What follows belongs to an exercise in optimizing a design on an open flow for small area; a production flow would make more cautious choices. In this exercise RTL edits were held to simulation tests only and were not proved equivalent to the original. Power is estimated from default activity; no workload was simulated.

**design/flow/config.mk**
```make
export PLATFORM = sky130hd
export DESIGN_NAME = main
export DESIGN_NICKNAME = main
export VERILOG_FILES = /design/flow/design.v
export SDC_FILE = /design/flow/constraint.sdc
export NUM_CORES = 4
export LEC_CHECK = 0
export CAP_MARGIN = 20
export CORE_MARGIN = 2
export CORE_UTILIZATION = 40
export SLEW_MARGIN = 20
```
**design/flow/constraint.sdc**
```tcl
create_clock -name core_clock -period 10.0 [get_ports {clk}]
set_input_delay 2.0000 -clock core_clock [delete_from_list [all_inputs] [get_ports {clk}]]
set_output_delay 2.0000 -clock core_clock [all_outputs]
set_load 0.01 [all_outputs]
```
**design/flow/design.v**
```verilog
`timescale 1ns / 1ps
module divisor_reloj(
    input clk,
    input rst,                  
    output tick_slow,           
    output tick_anim1,          
    output reg clk_anim2,       
    output reg clk_anim3        
);
    reg [14:0] contador;
    reg clk_slow, clk_anim1;
    always @(posedge clk) begin
        if (rst) begin
            contador  <= 0;
            clk_slow  <= 0;
            clk_anim1 <= 0;
            clk_anim2 <= 0;
            clk_anim3 <= 0;
        end else begin
            contador  <= contador + 1;
            clk_slow  <= contador[1];
            clk_anim1 <= contador[13];
            clk_anim2 <= contador[11];
            clk_anim3 <= contador[12];
        end
    end
    assign tick_slow  = ~clk_slow  & contador[1];
    assign tick_anim1 = ~clk_anim1 & contador[13];
endmodule
`timescale 1ns / 1ps
module multiplexor_nombre(
    input clk,
    input rst,
    input tick,
    input enable,
    output reg [6:0] segmentos,
    output reg [7:0] anodos
);
    reg [2:0] indice;
    wire [6:0] letras [0:4];
    assign letras[0] = 7'b0100001;  
    assign letras[1] = 7'b0001000;  
    assign letras[2] = 7'b1100011;  
    assign letras[3] = 7'b1111011;  
    assign letras[4] = 7'b0100001;  
    always @(posedge clk) begin
        if (rst) begin
            indice <= 0;
            anodos <= 8'b11111111;
            segmentos <= 7'b1111111;
        end else if (tick) begin
            if (enable) begin
                case (indice)
                    0: begin anodos <= 8'b10111111; segmentos <= letras[0]; end
                    1: begin anodos <= 8'b11011111; segmentos <= letras[1]; end
                    2: begin anodos <= 8'b11101111; segmentos <= letras[2]; end
                    3: begin anodos <= 8'b11110111; segmentos <= letras[3]; end
                    4: begin anodos <= 8'b11111011; segmentos <= letras[4]; end
                    default: begin anodos <= 8'b11111111; segmentos <= 7'b1111111; end
                endcase
                indice <= (indice == 4) ? 0 : indice + 1;
            end else begin
                anodos <= 8'b11111111;       
                segmentos <= 7'b1111111;     
            end
        end
    end
endmodule
`timescale 1ns / 1ps
module animacion1(
    input clk,
    input rst,
    input tick,              
    input enable,            
    output reg [6:0] segmentos,
    output reg [7:0] anodos
);
    wire [6:0] letras [0:4];
    assign letras[0] = 7'b0100001;  
    assign letras[1] = 7'b0001000;  
    assign letras[2] = 7'b1100011;  
    assign letras[3] = 7'b1111011;  
    assign letras[4] = 7'b0100001;  
    reg [2:0] display;           
    reg [2:0] letras_mostradas;  
    always @(posedge clk) begin
        if (rst) begin
            display <= 0;
            letras_mostradas <= 0;
            anodos <= 8'b11111111;
            segmentos <= 7'b1111111;
        end else if (tick) begin
            if (enable) begin
                case (display)
                    0: begin anodos <= 8'b10111111; segmentos <= (letras_mostradas > 0) ? letras[0] : 7'b1111111; end
                    1: begin anodos <= 8'b11011111; segmentos <= (letras_mostradas > 1) ? letras[1] : 7'b1111111; end
                    2: begin anodos <= 8'b11101111; segmentos <= (letras_mostradas > 2) ? letras[2] : 7'b1111111; end
                    3: begin anodos <= 8'b11110111; segmentos <= (letras_mostradas > 3) ? letras[3] : 7'b1111111; end
                    4: begin anodos <= 8'b11111011; segmentos <= (letras_mostradas > 4) ? letras[4] : 7'b1111111; end
                    default: begin anodos <= 8'b11111111; segmentos <= 7'b1111111; end
                endcase
                display <= (display == 4) ? 0 : display + 1;
                if (display == 4 && letras_mostradas < 5)
                    letras_mostradas <= letras_mostradas + 1;
            end else begin
                segmentos <= 7'b1111111;
                anodos <= 8'b11111111;
                letras_mostradas <= 0;
                display <= 0;
            end
        end
    end
endmodule
`timescale 1ns / 1ps
module animacion2(
    input clk,
    input rst,
    input tick_slow,         
    input clk_anim,          
    input enable,
    output reg [6:0] segmentos,
    output reg [7:0] anodos
);
    wire [6:0] letras_rom [0:11];
    assign letras_rom[0]  = 7'b1111111;  
    assign letras_rom[1]  = 7'b1111111;  
    assign letras_rom[2]  = 7'b1111111;  
    assign letras_rom[3]  = 7'b0100001;  
    assign letras_rom[4]  = 7'b0001000;  
    assign letras_rom[5]  = 7'b1100011;  
    assign letras_rom[6]  = 7'b1111011;  
    assign letras_rom[7]  = 7'b0100001;  
    assign letras_rom[8]  = 7'b1111111;  
    assign letras_rom[9]  = 7'b1111111;  
    assign letras_rom[10] = 7'b1111111;  
    assign letras_rom[11] = 7'b1111111;  
    reg [3:0] offset;       
    reg dir;                
    reg [2:0] display;
    reg [6:0] buffer [0:7];  
    reg prev_clk_anim;
    integer i;
    always @(posedge clk) begin
        if (rst) begin
            offset <= 0;
            dir <= 0;
            prev_clk_anim <= 0;
            for (i = 0; i < 8; i = i + 1)
                buffer[i] <= 7'b1111111;
        end else if (tick_slow) begin
            prev_clk_anim <= clk_anim;
            if (enable && prev_clk_anim == 0 && clk_anim == 1) begin
                if (dir == 0) begin  
                    if (offset == 4) begin
                        dir <= 1;
                        offset <= offset - 1;
                    end else begin
                        offset <= offset + 1;
                    end
                end else begin  
                    if (offset == 0) begin
                        dir <= 0;
                        offset <= offset + 1;
                    end else begin
                        offset <= offset - 1;
                    end
                end
            end
            buffer[0] <= letras_rom[offset];
            buffer[1] <= letras_rom[offset + 1];
            buffer[2] <= letras_rom[offset + 2];
            buffer[3] <= letras_rom[offset + 3];
            buffer[4] <= letras_rom[offset + 4];
            buffer[5] <= letras_rom[offset + 5];
            buffer[6] <= letras_rom[offset + 6];
            buffer[7] <= letras_rom[offset + 7];
        end
    end
    always @(posedge clk) begin
        if (rst) begin
            display <= 0;
            anodos <= 8'b11111111;
            segmentos <= 7'b1111111;
        end else if (tick_slow) begin
            if (enable) begin
                case (display)
                    0: begin anodos <= 8'b01111111; segmentos <= buffer[0]; end
                    1: begin anodos <= 8'b10111111; segmentos <= buffer[1]; end
                    2: begin anodos <= 8'b11011111; segmentos <= buffer[2]; end
                    3: begin anodos <= 8'b11101111; segmentos <= buffer[3]; end
                    4: begin anodos <= 8'b11110111; segmentos <= buffer[4]; end
                    5: begin anodos <= 8'b11111011; segmentos <= buffer[5]; end
                    6: begin anodos <= 8'b11111101; segmentos <= buffer[6]; end
                    7: begin anodos <= 8'b11111110; segmentos <= buffer[7]; end
                    default: begin anodos <= 8'b11111111; segmentos <= 7'b1111111; end
                endcase
                display <= (display == 7) ? 0 : display + 1;
            end else begin
                anodos <= 8'b11111111;
                segmentos <= 7'b1111111;
                display <= 0;
            end
        end
    end
endmodule
`timescale 1ns / 1ps
module animacion3(
    input clk,
    input rst,
    input tick_slow,         
    input clk_anim,          
    input enable,
    output reg [6:0] segmentos,
    output reg [7:0] anodos
);
    wire [6:0] letras_rom [0:12];
    assign letras_rom[0]  = 7'b0100001;  
    assign letras_rom[1]  = 7'b0001000;  
    assign letras_rom[2]  = 7'b1100011;  
    assign letras_rom[3]  = 7'b1111011;  
    assign letras_rom[4]  = 7'b0100001;  
    assign letras_rom[5]  = 7'b1111111;  
    assign letras_rom[6]  = 7'b1111111;  
    assign letras_rom[7]  = 7'b1111111;  
    assign letras_rom[8]  = 7'b1111111;  
    assign letras_rom[9]  = 7'b1111111;  
    assign letras_rom[10] = 7'b1111111;  
    assign letras_rom[11] = 7'b1111111;  
    assign letras_rom[12] = 7'b1111111;  
    reg [3:0] offset;       
    reg [2:0] display;      
    reg [6:0] buffer [0:7];  
    reg prev_clk_anim;
    integer i;
    always @(posedge clk) begin
        if (rst) begin
            offset <= 0;
            prev_clk_anim <= 0;
            for (i = 0; i < 8; i = i + 1)
                buffer[i] <= 7'b1111111;
        end else if (tick_slow) begin
            prev_clk_anim <= clk_anim;
            if (enable && prev_clk_anim == 0 && clk_anim == 1) begin
                offset <= (offset == 12) ? 0 : offset + 1;  
            end
            buffer[0] <= letras_rom[(offset) % 13];
            buffer[1] <= letras_rom[(offset + 1) % 13];
            buffer[2] <= letras_rom[(offset + 2) % 13];
            buffer[3] <= letras_rom[(offset + 3) % 13];
            buffer[4] <= letras_rom[(offset + 4) % 13];
            buffer[5] <= letras_rom[(offset + 5) % 13];
            buffer[6] <= letras_rom[(offset + 6) % 13];
            buffer[7] <= letras_rom[(offset + 7) % 13];
        end
    end
    always @(posedge clk) begin
        if (rst) begin
            display <= 0;
            anodos <= 8'b11111111;
            segmentos <= 7'b1111111;
        end else if (tick_slow) begin
            if (enable) begin
                case (display)
                    0: begin anodos <= 8'b01111111; segmentos <= buffer[0]; end
                    1: begin anodos <= 8'b10111111; segmentos <= buffer[1]; end
                    2: begin anodos <= 8'b11011111; segmentos <= buffer[2]; end
                    3: begin anodos <= 8'b11101111; segmentos <= buffer[3]; end
                    4: begin anodos <= 8'b11110111; segmentos <= buffer[4]; end
                    5: begin anodos <= 8'b11111011; segmentos <= buffer[5]; end
                    6: begin anodos <= 8'b11111101; segmentos <= buffer[6]; end
                    7: begin anodos <= 8'b11111110; segmentos <= buffer[7]; end
                    default: begin anodos <= 8'b11111111; segmentos <= 7'b1111111; end
                endcase
                display <= (display == 7) ? 0 : display + 1;
            end else begin
                anodos <= 8'b11111111;
                segmentos <= 7'b1111111;
                display <= 0;
            end
        end
    end
endmodule
`timescale 1ns / 1ps
module error_display(
    input clk,
    input rst,
    input tick,
    input enable,
    output reg [6:0] segmentos,
    output reg [7:0] anodos
);
    reg [2:0] indice;   
    wire [6:0] letras_err [0:4];
    assign letras_err[0] = 7'b0000110;  
    assign letras_err[1] = 7'b0101111;  
    assign letras_err[2] = 7'b0101111;  
    assign letras_err[3] = 7'b1000000;  
    assign letras_err[4] = 7'b0101111;  
    always @(posedge clk) begin
        if (rst) begin
            indice <= 0;
            anodos <= 8'b11111111;
            segmentos <= 7'b1111111;
        end else if (tick) begin
            if (enable) begin
                case (indice)
                    0: begin anodos <= 8'b01111111; segmentos <= letras_err[0]; end  
                    1: begin anodos <= 8'b10111111; segmentos <= letras_err[1]; end  
                    2: begin anodos <= 8'b11011111; segmentos <= letras_err[2]; end  
                    3: begin anodos <= 8'b11101111; segmentos <= letras_err[3]; end  
                    4: begin anodos <= 8'b11110111; segmentos <= letras_err[4]; end  
                    default: begin anodos <= 8'b11111111; segmentos <= 7'b1111111; end
                endcase
                indice <= (indice == 4) ? 0 : indice + 1;
            end else begin
                anodos <= 8'b11111111;
                segmentos <= 7'b1111111;
                indice <= 0;
            end
        end
    end
endmodule
`timescale 1ns / 1ps
module main(
    input clk,
    input rst,        
    input [9:0] sw,   
    output reg [6:0] segmentos,
    output reg [7:0] anodos
);
    wire tick_slow, tick_anim1, clk_anim2, clk_anim3;
    wire [6:0] segmentos_a1, segmentos_a2, segmentos_a3, segmentos_mux, segmentos_err;
    wire [7:0] anodos_a1, anodos_a2, anodos_a3, anodos_mux, anodos_err;
    wire error_condition = (sw[7] + sw[8] + sw[9]) > 1;
    divisor_reloj div(
        .clk(clk),
        .rst(rst),
        .tick_slow(tick_slow),
        .tick_anim1(tick_anim1),
        .clk_anim2(clk_anim2),
        .clk_anim3(clk_anim3)
    );
    multiplexor_nombre mux(
        .clk(clk),
        .rst(rst),
        .tick(tick_slow),
        .enable(sw[0] & ~error_condition & ~(sw[7] | sw[8] | sw[9])),
        .segmentos(segmentos_mux),
        .anodos(anodos_mux)
    );
    animacion1 a1 (
        .clk(clk),
        .rst(rst),
        .tick(tick_anim1),
        .enable(sw[7] & sw[0] & ~error_condition),
        .segmentos(segmentos_a1),
        .anodos(anodos_a1)
    );
    animacion2 a2 (
        .clk(clk),
        .rst(rst),
        .tick_slow(tick_slow),
        .clk_anim(clk_anim2),
        .enable(sw[8] & sw[0] & ~error_condition),
        .segmentos(segmentos_a2),
        .anodos(anodos_a2)
    );
    animacion3 a3 (
        .clk(clk),
        .rst(rst),
        .tick_slow(tick_slow),
        .clk_anim(clk_anim3),
        .enable(sw[9] & sw[0] & ~error_condition),
        .segmentos(segmentos_a3),
        .anodos(anodos_a3)
    );
    error_display err (
        .clk(clk),
        .rst(rst),
        .tick(tick_slow),
        .enable(error_condition & sw[0]),
        .segmentos(segmentos_err),
        .anodos(anodos_err)
    );
    always @(*) begin
        if (~sw[0]) begin   
            segmentos = 7'b1111111;
            anodos = 8'b11111111;
        end else if (error_condition) begin   
            segmentos = segmentos_err;
            anodos = anodos_err;
        end else if (sw[9]) begin   
            segmentos = segmentos_a3;
            anodos = anodos_a3;
        end else if (sw[8]) begin
            segmentos = segmentos_a2;
            anodos = anodos_a2;
        end else if (sw[7]) begin
            segmentos = segmentos_a1;
            anodos = anodos_a1;
        end else begin
            segmentos = segmentos_mux;
            anodos = anodos_mux;
        end
    end
endmodule
```
**design/flow/run.sh**
```bash
#!/bin/bash
# synth_recipe.tcl (not shown) runs the flow's synth.tcl, then flattens the netlist and writes it again
# the make line also repeats each setting of config.mk as NAME=value (left out here)
make -C /OpenROAD-flow-scripts/flow DESIGN_CONFIG=/design/flow/config.mk WORK_HOME=/design/flow/orfs CLKGATE_MAP_FILE= SYNTH_SCRIPT=/design/flow/synth_recipe.tcl finish
```
==> summary.md, run 1 <==
| Metric | Value |
|---|---|
| Gates resized, CTS repair | 0 |
| Die area | between 30000 and 40000 µm² |
| Synth area leader | dfxtp_1 |
| Nature of the critical path endpoint | output pin |
| Max Slew Vio Count | 0 |
| Synth async-reset ratio | 0% |
| NumNets Final | 1581 |
| Worst setup path category | input port to output pin |
| Mapped Nets | 1634 |
| Final Hold Slack | around 0.45 ns |
| Seq pwr share | approximately half |
| Filler cells | approximately 3000 |
| Clock sink count | approximately 180 |
| Global-route wire length before repair | about 52000 µm |
| Via density | 5.80 |
| Leak | just under 5 nW |
| Final setup fails | 0 |
| Final Critical Period | ~7.3 ns |
| Final Skew | 0.0143 ns |
| Cell area after synthesis | about 12000 µm² |
| DR vias | 10900 |
| Die W | 177 µm |
| Commonest non-fill, non-tap cell in the layout | nand2_1 |
| Root Buffer Master | clkbuf_16 |
| Max-Slew Margin vs Limit | between 30% and 40% |
| Ys flop type | dfxtp_1 |
| Cts bufs inserted | 17 |
| Post-synthesis cell count | 1533 |
| Rows | 63 |
| PortBufs | 20 |
| Result of the run | complete, no violations |
| Top Ports | 27 |
| Gr usage total | roughly a fifth |
| Filler-free cell count of the finished design | ~1900 |
| Crit-path max FO | 32 |
| Area grow syn2layout | 7.97% |
| Die Y | between 150 and 200 µm |
| Largest net degree at the start of global routing | between 80 and 90 |
| Initial drt markers | roughly 1000 |
| Max IR drop VDD | 95.8 µV |
| RSZ-0062 raised after global routing | no |
| Routability Congestion | roughly 0.85 |
| Clk buf depth | 2 |
| WL final | between 30000 and 40000 µm |
| # DRC | 0 |
| Clock share of power | a little over two fifths |
| Crit start category | input port |
| Warnings, synthesis | 9 |
| Switching share of power | around 29% |
| Routed wire length per instance | around 17 µm |
| Clk slew on worst S/H paths | about 0.070 ns |
| DP Worst Slack | ~2.7 ns |
| Final Cycle Share | 72.7% |
| Seq/Total Area, Yosys | 30.4% |
| Hold buffer count at cts | 0 |
| CTS tree | done |
| Initial core utilization | 40.6% |
| H-tree levels | 4 |
| Cells after DPL | roughly 1900 |
| Combinational share of power | between 9 and 10% |
| Setup TNS | 0 ns |
| Most frequent cells in the layout | 193 x nand2_1, 181 x dfxtp_1, 149 x nor2_1, 110 x a21oi_1, 89 x ha_1 |
| Post-synth EDFFs | 0 |
| Vias in the first global route | 9976 |
| Largest cells by area after synthesis | dfxtp_1 30%, ha_1 9.3%, nand2_1 6.0%, nor2_1 4.7%, a21oi_1 4.6% |
| Max-Cap Viols | 0 |
| Netlist cell types | 93 |
| Power density cells | 125 nW/µm² |
| Critical path arrival | ~5.3 ns |
| Diodes inserted | 0 |
| Detail Placement HPWL | ~22000 µm |
| Hold Fails Final Rpt | 0 |
| Grt ovf | 0 |
| Yosys reg bits | about 180 |
| DR pass1 iterations | 8 |
| Worst Hold Class | register to register |
| DRT antenna net count | 0 |
| Yosys top cell area share | a little under a third |
| Initial antenna violation count | 0 |
| Power Internal | 1.15 mW |
| F_max | between 100 and 150 MHz |
| Syn avg cell area | between 7 and 8 µm² |
| Layout cells sized above 1 | 6.70% |
| Psw | approximately 0.47 mW |
| Worst setup margin | ~2.7 ns |
| Post-CTS Setup Bufs | 0 |
| Slew @ Worst Pin | ~1.0 ns |
| Core region area | 29600 µm² |
| Clock latency (worst-skew pair) | about 0.44 ns |
| CP Data Required Time | approximately 8.0 ns |
| Finished Core Util | a little over two fifths |
[per-layer routing]
metal	vias up	global-route usage, %	wire length [µm]
li1	5456	-	-
met3	46	2.41	1180
met2	256	32.1	14100
met5	-	0	0
met1	5161	28.2	15400
met4	0	6.34	592
[power groups by stage]
stage | Combinational [mW] | Clock, mW | Sequential [mW]
global placement | 0.156 | 0 | 0.803
global route | 0.178 | 0.720 | 0.791
finish | 0.158 | 0.674 | 0.787
detailed placement | 0.157 | 0 | 0.803
floorplan | 0.120 | 0 | 0.793
CTS | 0.158 | 0.688 | 0.786
[critical path, cell delays in order]
cell	delay (ns)
clkdlybuf4s50_1	1.16
ha_1	0.40
a21oi_1	0.47
and2_1	0.49
o21ai_0	0.22
clkdlybuf4s50_1	0.52
[sequential cells by signal, summed over array words and instances (netlist names), 4 cells and up]
signal / flops
a2.buffer: 40
a2.anodos: 8
a3.offset: 4
mux.segmentos: 5
a2.offset: 4
a1.segmentos: 5
a1.anodos: 5
a3.anodos: 8
a3.buffer: 40
a3.segmentos: 5
err.segmentos: 4
err.anodos: 5
div.contador: 14
a2.segmentos: 5
mux.anodos: 5
[path summary, 6_finish.rpt]
| check | from | end | slack (ns) | cells after the start |
|---|---|---|---|---|
| setup / recovery | sw[9] | anodos[1] | 2.73 | 6 |
| hold / removal | a3.buffer[0][1]$_SDFFE_PP1P_ | a3.buffer[0][1]$_SDFFE_PP1P_ | 0.45 | 2 |
| setup reg to reg | a3.offset[1]$_SDFFE_PP0P_ | a3.buffer[3][3]$_SDFFE_PP1P_ | 4.50 | 16 |
| hold reg to reg | a3.buffer[0][1]$_SDFFE_PP1P_ | a3.buffer[0][1]$_SDFFE_PP1P_ | 0.45 | 2 |
[cell families (layout without fill, tap and decap cells)]
| logic type | after synthesis | after routing | synth area share (%) |
|---|---|---|---|
| AOI/OAI and AO/OA | 466 | 466 | 26.7 |
| DFF | 182 | 182 | 30.4 |
| adders and majority gates | 90 | 90 | 9.37 |
| and+or+nand+nor | 546 | 546 | 21.1 |
| xor gates and xnor gates | 53 | 53 | 4.37 |
| buffers and inverters | 164 | 124 | 5.40 |
| muxes | 32 | 32 | 2.75 |
[stage by stage]
step	power [mW]	instance area, µm²
3_5_place_dp	0.961	12400
5_1_grt	1.69	13000
3_3_place_gp	0.959	12400
4_1_cts	1.63	13000
6_report	1.62	13000
2_1_floorplan	0.912	12000
[synthesized netlist by cell type (12+ instances only)]
cell type and instances:
a211o_1 13, a211oi_1 15, a21o_1 12, a21oi_1 110, a222oi_1 17, a31oi_1 15, buf_1 25, clkbuf_1 67
dfxtp_1 182, ha_1 89, inv_1 54, mux2i_1 24, nand2_1 193, nand2b_1 13, nand3_1 51, nor2_1 149
nor2b_1 21, nor3_1 40, o211ai_1 34, o21ai_0 88, o221ai_1 15, o22ai_1 18, xnor2_1 34
[final cells by class]
class / count / area [µm²] / share of cell area [%]
Clock buffer: 17 / 425 / 3.28
Clock inverter: 15 / 164 / 1.27
Inverter: 60 / 225 / 1.74
Multi-Input combinational cell: 1187 / 7720 / 59.6
Sequential cell: 182 / 3640 / 28.1
Tap cell: 390 / 488 / 3.77
Timing Repair Buffer: 32 / 285 / 2.20
==> inputs of run 2 (changes only) <==
==> design/flow/design.v (replaced) <==
`timescale 1ns / 1ps
module main(
    input clk,
    input rst,        
    input [9:0] sw,   
    output reg [6:0] segmentos,
    output reg [7:0] anodos
);
    reg [13:0] c;
    always @(posedge clk) c <= rst ? 14'd0 : c + 14'd1;
    wire ts  = (c[1:0] == 2'b10);           
    wire ta1 = (c == 14'h2000);             
    wire cap = (c[10:0] == 11'h002);        
    wire app = (c[10:0] == 11'h00A);        
    wire err   = (sw[7] & sw[8]) | (sw[7] & sw[9]) | (sw[8] & sw[9]);
    wire m_err = sw[0] & err;
    wire m_a3  = sw[0] & ~err & sw[9];
    wire m_a2  = sw[0] & ~err & sw[8];
    wire m_a1  = sw[0] & ~err & sw[7];
    wire m_nom = sw[0] & ~(sw[7] | sw[8] | sw[9]);
    localparam [2:0] G_NONE = 3'd0, G_ERR = 3'd1, G_A2 = 3'd2, G_A3 = 3'd3, G_NOM = 3'd4;
    reg [2:0] g;       
    reg [2:0] k;       
    reg [2:0] n;       
    always @(posedge clk) begin
        if (rst) begin
            g <= G_NONE;
            n <= 3'd0;
        end else if (ts) begin
            if (m_err) begin
                k <= (g == G_ERR) ? ((k == 3'd4) ? 3'd0 : k + 3'd1) : 3'd0;
                g <= G_ERR;
            end else if (m_a2) begin
                k <= (g == G_A2) ? k + 3'd1 : 3'd0;
                g <= G_A2;
            end else if (m_a3) begin
                k <= (g == G_A3) ? k + 3'd1 : 3'd0;
                g <= G_A3;
            end else if (m_nom) begin
                k <= n + 3'd1;
                n <= (n == 3'd4) ? 3'd0 : n + 3'd1;
                g <= G_NOM;
            end else begin
                g <= G_NONE;
            end
        end
    end
    reg fresh;
    always @(posedge clk) fresh <= rst | (fresh & ~(c[2] & c[1]));
    reg       f;       
    reg [2:0] p;       
    reg [3:0] q;       
    always @(posedge clk) begin
        if (cap) f <= c[11] ? m_a2 : (c[12] & m_a3);
        if (rst) begin
            p <= 3'd0;
            q <= 4'd0;
        end else if (app & f) begin
            if (c[11]) p <= p + 3'd1;
            else       q <= (q == 4'd12) ? 4'd0 : q + 4'd1;
        end
    end
    reg [2:0] d;       
    reg [2:0] l;       
    always @(posedge clk) begin
        if (rst) begin
            d <= 3'd0;
            l <= 3'd0;
        end else if (ta1) begin
            if (m_a1) begin
                d <= (d == 3'd4) ? 3'd0 : d + 3'd1;
                if (d == 3'd4 && l != 3'd6) l <= l + 3'd1;
            end else begin
                d <= 3'd0;
                l <= 3'd0;
            end
        end
    end
    function [6:0] david(input [2:0] i);
        case (i)
            3'd0: david = 7'b0100001;  
            3'd1: david = 7'b0001000;  
            3'd2: david = 7'b1100011;  
            3'd3: david = 7'b1111011;  
            3'd4: david = 7'b0100001;  
            default: david = 7'b1111111;
        endcase
    endfunction
    function [6:0] error_l(input [2:0] i);
        case (i)
            3'd0: error_l = 7'b0000110;  
            3'd3: error_l = 7'b1000000;  
            default: error_l = 7'b0101111;  
        endcase
    endfunction
    wire [2:0] o2 = p[2] ? 3'd0 - p : p;            
    wire [3:0] s2 = {1'b0, o2} + {1'b0, k} - 4'd3;   
    wire [4:0] s3r = {1'b0, q} + {2'b0, k};
    wire [3:0] s3 = (s3r >= 5'd13) ? s3r - 5'd13 : s3r[3:0];
    wire [2:0] p1 = (d == 3'd0) ? 3'd5 : d;
    wire show1 = (d == 3'd0) ? (l == 3'd6) : (l >= d);
    always @(*) begin
        segmentos = 7'b1111111;
        anodos = 8'b11111111;
        if (m_a1) begin
            if (d != 3'd0 || l != 3'd0) begin
                anodos = ~(8'h80 >> p1);
                segmentos = show1 ? david(p1 - 3'd1) : 7'b1111111;
            end
        end else if ((m_err & g == G_ERR) | (m_a2 & g == G_A2) |
                     (m_a3 & g == G_A3) | (m_nom & g == G_NOM)) begin
            anodos = ~(8'h80 >> k);
            case (g)
                G_ERR: segmentos = error_l(k);
                G_NOM: segmentos = david(k - 3'd1);
                G_A2:  segmentos = (s2 < 4'd5) ? david(s2[2:0]) : 7'b1111111;
                default: segmentos = (!fresh && s3 < 4'd5) ? david(s3[2:0]) : 7'b1111111;
            endcase
        end
    end
endmodule
==> run 2 against run 1 <==
Still clean on timing, DRC and antenna. Worst setup slack better by 0.55 ns. Clock power down 84%. Area after synthesis down 73%. Die area down 72%. Design area down 73%. Worst hold slack better by 0.0070 ns. Combinational power down 84%. Sequential power down about 80%. Critical path type unchanged. Largest power group unchanged.
==> summary.md, run 2 <==
| Metric | Value |
|---|---|
| Result of the run | complete, no violations |
| Warnings, synthesis | 1 |
| Slew @ Worst Pin | roughly 0.88 ns |
| Syn avg cell area | approximately 8.0 µm² |
| Die Y | between 90 and 100 µm |
| NumNets Final | between 400 and 500 |
| Die W | ~93 µm |
| Largest register FFs | 14 |
| Sequential cell area | around 800 µm² |
| Leak | 1.35 nW |
| Top Ports | 27 |
| Clock sink count | 38 |
| DRT antenna net count | 0 |
| # DRC | 0 |
| Crit-path max FO | 11 |
| Post-synth EDFFs | 4 |
| Rows | 32 |
| Layout cells sized above 1 | 3.87% |
| DP Worst Slack | between 3 and 4 ns |
| Seq/Total Area, Yosys | about a quarter |
| CP Data Required Time | 8.00 ns |
| Max IR drop VDD | about 74 µV |
| Vias in the first global route | 2516 |
| Gr usage total | about 16% |
| Largest cells by area after synthesis | dfxtp_1 21%, ha_1 15%, nor2_1 5.1%, a21oi_1 4.1%, xor2_1 3.8% |
| Biggest register | c |
| Yosys reg bits | 38 |
| DR pass1 iterations | 4 |
| M2 GR Usage | a little over a quarter |
| Largest regs | c: 14 flops, q: 4 flops |
| Final Skew | between 0.009 and 0.01 ns |
| Area grow syn2layout | 11.0% |
| R2R depth | 6 |
| Detail Placement HPWL | ~5400 µm |
| Clk slew on worst S/H paths | around 0.08 ns |
| Mapped Nets | around 450 |
| Synth top cells by count | 43 x nor2_1, 38 x ha_1, 34 x dfxtp_1 |
| Via density | ~5.5 |
| Max Slew Vio Count | 0 |
| Hold Fails Final Rpt | 0 |
| H-tree levels | 2 |
| Hold buffer count at cts | 0 |
| Cts bufs inserted | 5 |
| DR vias | between 2000 and 3000 |
| Routed wire length per instance | approximately 14 µm |
| Met3 Use GR | between 2 and 2.5% |
| Layer with the highest usage | met2 |
| Yosys top cell area share | a little over a fifth |
| Cell area after synthesis | between 3000 and 4000 µm² |
| Multi-input combinational cell area | between 2000 and 2500 µm² |
| Ys flop type | dfxtp_1 |
| Grt ovf | 0 |
| Post-synthesis cell count | 400 |
| Global-route wire length before repair | about 12000 µm |
| Hold depth | 1 |
| Netlist cell types | 62 |
| Setup TNS | 0 ns |
| Largest net degree at the start of global routing | 36 |
| Initial antenna violation count | 0 |
| Filler cells | between 700 and 800 |
| Worst setup path category | input port to output pin |
| Most common cell in the synthesized netlist | nor2_1 |
| Die area | between 8000 and 9000 µm² |
| Initial drt markers | 111 |
| Core region area | 7730 µm² |
| Clk buf depth | 2 |
| Power density cells | approximately 83 nW/µm² |
| Worst setup margin | 3.28 ns |
| Max-Cap Viols | 0 |
| Nature of the critical path endpoint | output pin |
| Post-CTS Setup Bufs | 0 |
| PortBufs | 20 |
| Clock latency (worst-skew pair) | around 0.29 ns |
| Synth area leader | dfxtp_1 |
| Initial core utilization | about two fifths |
| Final Cycle Share | roughly two thirds |
| Diodes inserted | 0 |
| Gates resized, CTS repair | 0 |
| Root Buffer Master | clkbuf_8 |
| Critical path arrival | roughly 4.7 ns |
| Final Critical Period | 6.72 ns |
| Commonest non-fill, non-tap cell in the layout | nor2_1 |
| RSZ-0062 raised after global routing | no |
| WL final | between 7000 and 8000 µm |
| F_max | about 150 MHz |
| Crit start category | input port |
| CTS tree | done |
| Synth async-reset ratio | 0% |
| Most frequent cells in the layout | 43 x nor2_1, 38 x ha_1, 34 x dfxtp_1, 30 x inv_1, 28 x nand2_1 |
| Routability Congestion | between 0.8 and 0.9 |
| Worst Hold Class | register to register |
| Final setup fails | 0 |
| GR met1 Demand/Resource | a little under a quarter |
| Max-Slew Margin vs Limit | 41.1% |
run 2: cell types whose count changed after synthesis, moves of 34 or more:
cell | previous run | this run
a21oi_1 | 110 | 26
dfxtp_1 | 182 | 34
clkbuf_1 | 67 | 12
o21ai_0 | 88 | 21
nor2_1 | 149 | 43
o211ai_1 | 34 | 0
nand3_1 | 51 | 11
ha_1 | 89 | 38
nand2_1 | 193 | 28
run 2: cell type report:
| type | count | area share [%] |
|---|---|---|
| multi-input cells | 316 | 62.2 |
| flip-flops and latches | 38 | 22.6 |
| repair buffers | 21 | 5.86 |
| well taps | 102 | 3.60 |
| inverters | 30 | 3.17 |
| clock buffers | 6 | 2.33 |
| clock inverters | 2 | 0.317 |
run 2: cells by family after synthesis:
kind of cell             after synthesis  synth area share, %
adder cells (fa/ha/maj)               40                 16.1
AO/OA/AOI/OAI                         97                 20.1
buffers and inverters                 46                 5.91
flip-flops                            38                 25.1
multiplexers                           5                 1.76
AND/OR/NAND/NOR                      154                 25.6
XOR/XNOR                              20                 5.48
run 2: power breakdown:
group          switching [mW]  internal (mW)
sequential            0.00258          0.156
combinational          0.0149         0.0101
clock                  0.0548         0.0556
total                  0.0723          0.221
run 2: critical path, stage by stage:
cell and delay [ns]:
clkdlybuf4s50_1 0.53, nor2_1 0.30, nand3_1 0.42, a211oi_1 0.59, and4_1 0.31, a211oi_1 0.07
clkdlybuf4s50_1 0.49
run 2: through the flow:
| step | hold slack, ns | power [mW] | area, µm² | util, % | instances |
|---|---|---|---|---|---|
| after global placement | 0.430 | 0.186 | 3450 | 44.7 | 507 |
| after detailed placement | 0.436 | 0.186 | 3450 | 44.7 | 507 |
| after CTS | 0.452 | 0.299 | 3550 | 45.9 | 515 |
| after global routing | 0.489 | 0.307 | 3550 | 45.9 | 515 |
| final | 0.452 | 0.294 | 3550 | 45.9 | 515 |
| after floorplan | 0.417 | 0.179 | 3190 | - | 400 |
run 2: metal layers:
metal	part of all wire, %	wire length (µm)
met1	50	3520
met4	0.58	41
met3	4.1	288
met2	46	3220
met5	0	0
run 2: final timing paths:
check,slack [ns],from,end
worst min-delay path,0.45,c[0]$_SDFF_PP0_,c[0]$_SDFF_PP0_
worst max-delay path,3.28,sw[9],segmentos[5]
worst max register to register,7.83,c[7]$_SDFF_PP0_,l[2]$_SDFFE_PP0P_
worst min register to register,0.45,c[0]$_SDFF_PP0_,c[0]$_SDFF_PP0_

[what the ideal ports hide]
How much do the figures lean on ideal ports? The routed layouts below were timed once more, with nothing changed but the port constraints.
Step 1 (the two cells are an assumption about what drives the block):
set clk [get_ports {clk}]
set_driving_cell -lib_cell sky130_fd_sc_hd__clkbuf_16 $clk
set_driving_cell -lib_cell sky130_fd_sc_hd__buf_2 [delete_from_list [all_inputs] $clk]
Step 2 adds t to the input delays and takes it off the output delays; t is the mean of the earliest and latest rising clock arrival at the registers after step 1. Input paths then give back, and output paths get back, about the clock's delay inside the block.
Three values: ideal ports, drivers, drivers and shift; two values: the first two.
run	shift t [ns]	setup slack, ns	worst setup path at the end	cell pins on the clock port's net
run 1	0.485	2.731 / 2.707 / 2.707	input to output	1
run 2	0.310	3.282 / 3.261 / 3.261	input to output	1
After both steps setup and hold are still met in every run listed. The setup slack of run 1, which loses most, moves by -0.024 ns with the drivers and by -0.024 ns with both steps.
